Context: an optimization exercise on an open-source flow, tuned for small area, a short achievable clock period and few clock cycles. The choices shown serve that exercise and are no tape-out recipe. No run shown here included a check of the RTL's function; only the layout flow was run. Power figures rest on the tool's default switching activity, not on a simulated workload.

==> flow/design.v (outline; a module is shown in full before it is edited, if it fits) <==
// module milestone1: 776 lines
// module m1_fa: 4 lines
// module m1_ha: 4 lines
module milestone1 (
		input logic CLOCK_50_I,
		input logic resetn,
		output logic SRAM_we_n,
		output logic [17:0] SRAM_address,
		output logic [15:0] SRAM_write_data,
		input logic [15:0] SRAM_read_data,
		input logic M1_enable,
		output logic M1_finish
);
  // ...
==> flow/flow/run.sh <==
#!/bin/bash
# Standard layout, with repair_timing asked for extra setup margin so that the
# optimiser works on paths well inside the design's clock period.
# Each step's full output goes to a log file of its own in this folder.
set -euo pipefail
MARGIN=${MARGIN:-10}
bash standard.sh synth > synth.log 2>&1
bash standard.sh SETUP_SLACK_MARGIN=$MARGIN finish > layout.log 2>&1
==> flow/standard.sh <==
#!/bin/bash
# synth_recipe.tcl (not shown) runs the flow's synth.tcl, then flattens the netlist and writes it again
# the make line also repeats each setting of config.mk as NAME=value (left out here)
make -C /OpenROAD-flow-scripts/flow DESIGN_CONFIG=/design/flow/config.mk WORK_HOME=/design/flow/orfs CLKGATE_MAP_FILE= SYNTH_SCRIPT=/design/flow/synth_recipe.tcl "${@:-finish}"
==> flow/config.mk <==
export PLATFORM = sky130hd
export DESIGN_NAME = milestone1
export DESIGN_NICKNAME = milestone1
export VERILOG_FILES = /design/flow/design.v
export SDC_FILE = /design/flow/constraint.sdc
export NUM_CORES = 4
export LEC_CHECK = 0
export CAP_MARGIN = 20
export CORE_MARGIN = 2
export CORE_UTILIZATION = 40
export PLACE_DENSITY = 0.6
export SLEW_MARGIN = 20
export SYNTH_HIERARCHICAL = 1
export SYNTH_MINIMUM_KEEP_SIZE = 0
==> flow/constraint.sdc <==
create_clock -name core_clock -period 14.0 [get_ports {CLOCK_50_I}]
set_input_delay 2.8000 -clock core_clock [delete_from_list [all_inputs] [get_ports {CLOCK_50_I}]]
set_output_delay 2.8000 -clock core_clock [all_outputs]
set_load 0.01 [all_outputs]
==> impl_metrics.yaml, run 1 <==
outcome:
  outcome: "finished clean"
floorplan:
  die_h_um: 243
  die_width_um: 243
  rows: 87
sta:
  finalCriticalPeriod_ns: 4.36
  tightest_slew_ns: 0.850
  fin_hold_ws_ns: 0.446
  worst_slew_margin_rel: 0.432
  finalHoldViolCount: 0
cells_and_area:
  area_of_the_multi_input_gates_um2: 12900
  layout.cells.largest_class: "multi-input gates"
  post_route_cells_drive_above_1_share: 0.113
  antennaDiodeCount: 1
  layout_inverter_count_without_the_clock_tree: 196
critical_path:
  timing.critical_path.to_type: "flip-flop"
  slack_of_the_worst_reg_to_reg_path_ns: 9.64
logic_synthesis:
  synth-adder-area-share: 0.310
  yosys.area_share.xor_xnor: 0.0419
  synth.yosys.seq_area_share: 0.398
  synth-seq-cells: 370
  muxShareOfSynthArea: 0.0601
  synth_top_area_cell: "sky130_fd_sc_hd__fa_1"
  post_synth_instance_area_um2: 22800
  yosys.cell_types.count: 67
power:
  power.group.top: "sequential cells"
  p_leak_nw: 10.6
grt:
  gr-total-overflow: 0
  globalRouteMet2Util: 0.285
route:
  highest-signal-layer: "met4"
  drt_pass1_iterations: 5
  via_per_inst: 5.06
min_path:
  min-delay-path-class: "reg2reg"
  hold_end: "qv[4][5]$_DFFE_PP_"
  timing.hold.worst.start: "qv[5][5]$_DFFE_PP_"
==> run 2, diff against run 1 <==
==> flow/run.sh (new file) <==
#!/bin/bash
# synth_recipe.tcl (not shown) runs the flow's synth.tcl, then flattens the netlist and writes it again
# the make line also repeats each setting of config.mk as NAME=value (left out here)
make -C /OpenROAD-flow-scripts/flow DESIGN_CONFIG=/design/flow/config.mk WORK_HOME=/design/flow/orfs CLKGATE_MAP_FILE= SYNTH_SCRIPT=/design/flow/synth_recipe.tcl finish
removed: flow/flow/run.sh
removed: flow/standard.sh
==> impl_metrics.yaml, run 2 <==
route:
  drt_drc_violations_left: 0
  via_per_inst: 5.05
  drt-initial-drc-count: 783
  route.vias.total: 13900
  totalWireLength_um: 50100
  drt_pass1_iterations: 7
  final_antenna_net_count: 0
  wire_per_inst_um: 18.2
sta:
  rsz0062_at_grt: "false"
  setup-violations-final: 0
  finalCriticalPeriod_ns: 4.58
  tns_ns: 0
  timing.clock.skew_ns: 0.0250
  timing.fmax_mhz: 218
  worst_slew_margin_rel: 0.442
  final_min_period_over_clock_period: 0.327
  finalHoldViolCount: 0
  tightest_slew_ns: 0.836
  slew_viol_final: 0
clocking:
  clockBufferDepth: 3
  tritoncts_clock_tree: "built"
  clock_pin_transition_on_the_worst_setup_and_hold_timing_paths_ns: 0.06
  cts_num_sinks: 370
  hold_buffer_count_at_cts: 0
  ctsRootBufferMaster: "sky130_fd_sc_hd__clkbuf_16"
  cts_max_level: 2
  clk_latency_ns: 0.58
  cts-buffers-inserted: 41
  postCtsSetupRepairBufs: 0
  ctsResizeCount: 0
cells_and_area:
  fill_cells: 5158
  syn2layout_area_growth_pct: 12.3
  post_route_cells_drive_above_1_share: 0.0970
  largest_registers: "qu x48, qv x48, ytr x23"
  antennaDiodeCount: 0
  layout.cells.most_common: "sky130_fd_sc_hd__fa_1"
  finalNetCount: 2409
  most-common-layout-cells: "sky130_fd_sc_hd__fa_1, sky130_fd_sc_hd__ha_1, sky130_fd_sc_hd__inv_1, sky130_fd_sc_hd__dfxtp_1, sky130_fd_sc_hd__edfxtp_1"
  area_of_the_multi_input_gates_um2: 12800
  ff_latch_area_um2: 9070
  layoutNonFillerInstCount: 2746
grt:
  tot_gr_track_use: 0.174
  grt_first_pass_wirelength_um: 80700
  largest_net_degree_at_the_start_of_global_routing: 59
  number_of_global_route_vias_before_repair: 14700
  gr-total-overflow: 0
  antenna_found_initial: 0
min_path:
  hold_path_depth: 2
  min-delay-path-class: "reg2reg"
  timing.hold.worst.start: "b0[6]$_DFF_P_"
flow_run:
  drv.max_cap_violation_count: 0
logic_synthesis:
  syn-instance-count: 1895
  ys.flop_type: "sky130_fd_sc_hd__dfxtp_1"
  post_synthesis_net_count: 2347
  synth.area.top_cells: "sky130_fd_sc_hd__fa_1, sky130_fd_sc_hd__edfxtp_1, sky130_fd_sc_hd__dfxtp_1, sky130_fd_sc_hd__ha_1, sky130_fd_sc_hd__inv_1"
  synth-edff-count: 137
  synth.yosys.seq_area_share: 0.398
  synth-seq-cells: 370
  post_synth_instance_area_um2: 22800
  synthMostInstantiatedCell: "sky130_fd_sc_hd__fa_1"
  yosys.cell_types.count: 67
  async_reset_ff_frac: 0.138
  yosysWarningCount: 9
  synth.cells.most_frequent: "sky130_fd_sc_hd__fa_1, sky130_fd_sc_hd__ha_1, sky130_fd_sc_hd__inv_1, sky130_fd_sc_hd__dfxtp_1, sky130_fd_sc_hd__edfxtp_1"
  synth_top_area_cell: "sky130_fd_sc_hd__fa_1"
  yosysTopAreaCellShare: 0.191
  syn-mean-instance-area_um2: 12.0
floorplan:
  floorplan.initialDensity: 0.405
  die_width_um: 243
  rows: 87
  core-area_um2: 56300
  die_h_um: 243
  fp.dieArea_um2: 58800
  num_io_pins: 55
power:
  p_sw_mw: 0.464
  p_clk_frac: 0.495
  power_frac_seq: 0.501
  total_power_mw: 2.22
  comb_power_share: 0.005
  p_leak_nw: 10.5
  power.density_nw_per_um2: 86.9
  power.switching_fraction: 0.209
  max-vdd-ir-drop_mv: 0.112
  internal_power_mw: 1.76
placement:
  place_inst: 2670
  place.port_buffers: 54
  detailed_place_hpwl_um: 38600
  finalWeightedCongestion: 0.859
critical_path:
  r2r-start: "s2r[4]$_DFF_P_"
  crit_fanout: 4
  startpoint_type: "flip-flop"
  critical_path.startpoint: "s2r[4]$_DFF_P_"
  worstRegToRegCells: 14
  crit_required_ns: 14.47
  worst_ep_arrival_time_ns: 5.05
  worstSetupPathType: "reg2reg"
  timing.critical_path.to_type: "flip-flop"
outcome:
  outcome: "finished clean"
run 2: cell types whose count changed in the layout (fill, tap and decap cells not counted), sizes merged:
cell / delta
dlygate4sd2: -20
buf: -22
diode: -1
clkdlybuf4s15: -13
clkinv: -2
clkdlybuf4s50: +36
bufinv: +2
clkbuf: -2
run 2: kinds of logic after synthesis:
| family | synth area share |
|---|---|
| adder cells (fa/ha/maj) | 0.310 |
| flip-flops | 0.398 |
| AND/OR/NAND/NOR | 0.0655 |
| AO/OA/AOI/OAI | 0.0847 |
| buffers and inverters | 0.0400 |
| multiplexers | 0.0601 |
| XOR/XNOR | 0.0419 |
run 2: final timing paths:
kind	slack, ns	end
setup / recovery	9.42	pur[7]$_DFF_P_
hold / removal	0.44	SRAM_write_data[14]$_DFF_P_
setup reg to reg	9.42	pur[7]$_DFF_P_
hold reg to reg	0.44	SRAM_write_data[14]$_DFF_P_
max in group asynchronous	11.14	p1$_DFFE_PN0P_
min in group asynchronous	2.36	waddr[15]$_DFFE_PN0P_
run 2: layout make-up:
class                   instances  share of cell area
clock buffers                  58              0.0465
clock inverters                18             0.00881
inverters                     196              0.0288
multi-input cells            1285               0.500
flip-flops and latches        370               0.355
well taps                     756              0.0370
repair buffers                 63              0.0236
run 2: power groups by stage:
| stage | clock, mW | sequential [mW] | combinational (mW) |
|---|---|---|---|
| final | 1.10 | 1.11 | 0.0105 |
| after global routing | 1.17 | 1.11 | 0.0117 |
| after CTS | 1.13 | 1.11 | 0.0109 |
| after detailed placement | 0 | 1.13 | 0.0108 |
| after global placement | 0 | 1.13 | 0.0105 |
| after floorplan | 0 | 1.13 | 0.00103 |
run 2: per-layer routing:
layer,share of wire,track usage,vias to the layer above
met5,0,0,-
met2,0.46,0.282,267
met3,0.047,0.0270,52
met4,0.017,0.0411,0
met1,0.47,0.245,6902
li1,-,-,6652
run 2: through the flow:
step	worst slack, ns	cell area [um^2]	util	hold slack [ns]
2_1_floorplan	9.74	22800	-	0.409
3_3_place_gp	9.51	24100	0.429	0.426
3_5_place_dp	9.45	24100	0.429	0.425
4_1_cts	9.43	25600	0.454	0.437
5_1_grt	9.26	25600	0.454	0.453
6_report	9.42	25600	0.454	0.438
run 2: modules after synthesis (local to each module, per instance):
module	copies in the design	area [um^2]
milestone1	1	18100
m1_fa	207	20.0
m1_ha	43	12.5
run 2: worst max-delay path: stages (launching register included):
cell                       delay (ns)
sky130_fd_sc_hd__dfxtp_1         0.35
sky130_fd_sc_hd__inv_1           0.10
sky130_fd_sc_hd__fa_1            0.49
sky130_fd_sc_hd__fa_1            0.42
sky130_fd_sc_hd__fa_1            0.52
sky130_fd_sc_hd__fa_1            0.42
sky130_fd_sc_hd__ha_1            0.22
sky130_fd_sc_hd__a2111o_1        0.35
sky130_fd_sc_hd__a31oi_2         0.20
sky130_fd_sc_hd__a21oi_2         0.12
sky130_fd_sc_hd__o41a_4          0.40
sky130_fd_sc_hd__a211oi_1        0.33
sky130_fd_sc_hd__o21bai_1        0.12
sky130_fd_sc_hd__xor2_1          0.17
sky130_fd_sc_hd__mux2_2          0.26

## afterwards: timing with drivers on the ports
Ports are ideal in the flow. The routed layouts listed here were re-timed in OpenROAD. Step 1: set_driving_cell puts a clkbuf_16 on CLOCK_50_I and a buf_2 on each other input, an assumption about the parent block. Step 2 moves the port delays by t, midway between the first and last clock arrival at a register: inputs arrive t later, outputs are due t later. That takes back most of the time a late clock gives input paths. Three values: ideal ports, drivers, drivers and shift; two values: the first two.
| run | t, ns | setup WS [ns] | worst register clock-pin slew, ns | worst data-port slew with drivers (ns) |
|---|---|---|---|---|
| run 1 | 0.626 | 9.639 / 9.639 / 9.639 | 0.06 / 0.06 | 0.06 |
| run 2 | 0.629 | 9.419 / 9.419 / 9.419 | 0.06 / 0.06 | 0.03 |
After both steps setup and hold are still met in every run listed.
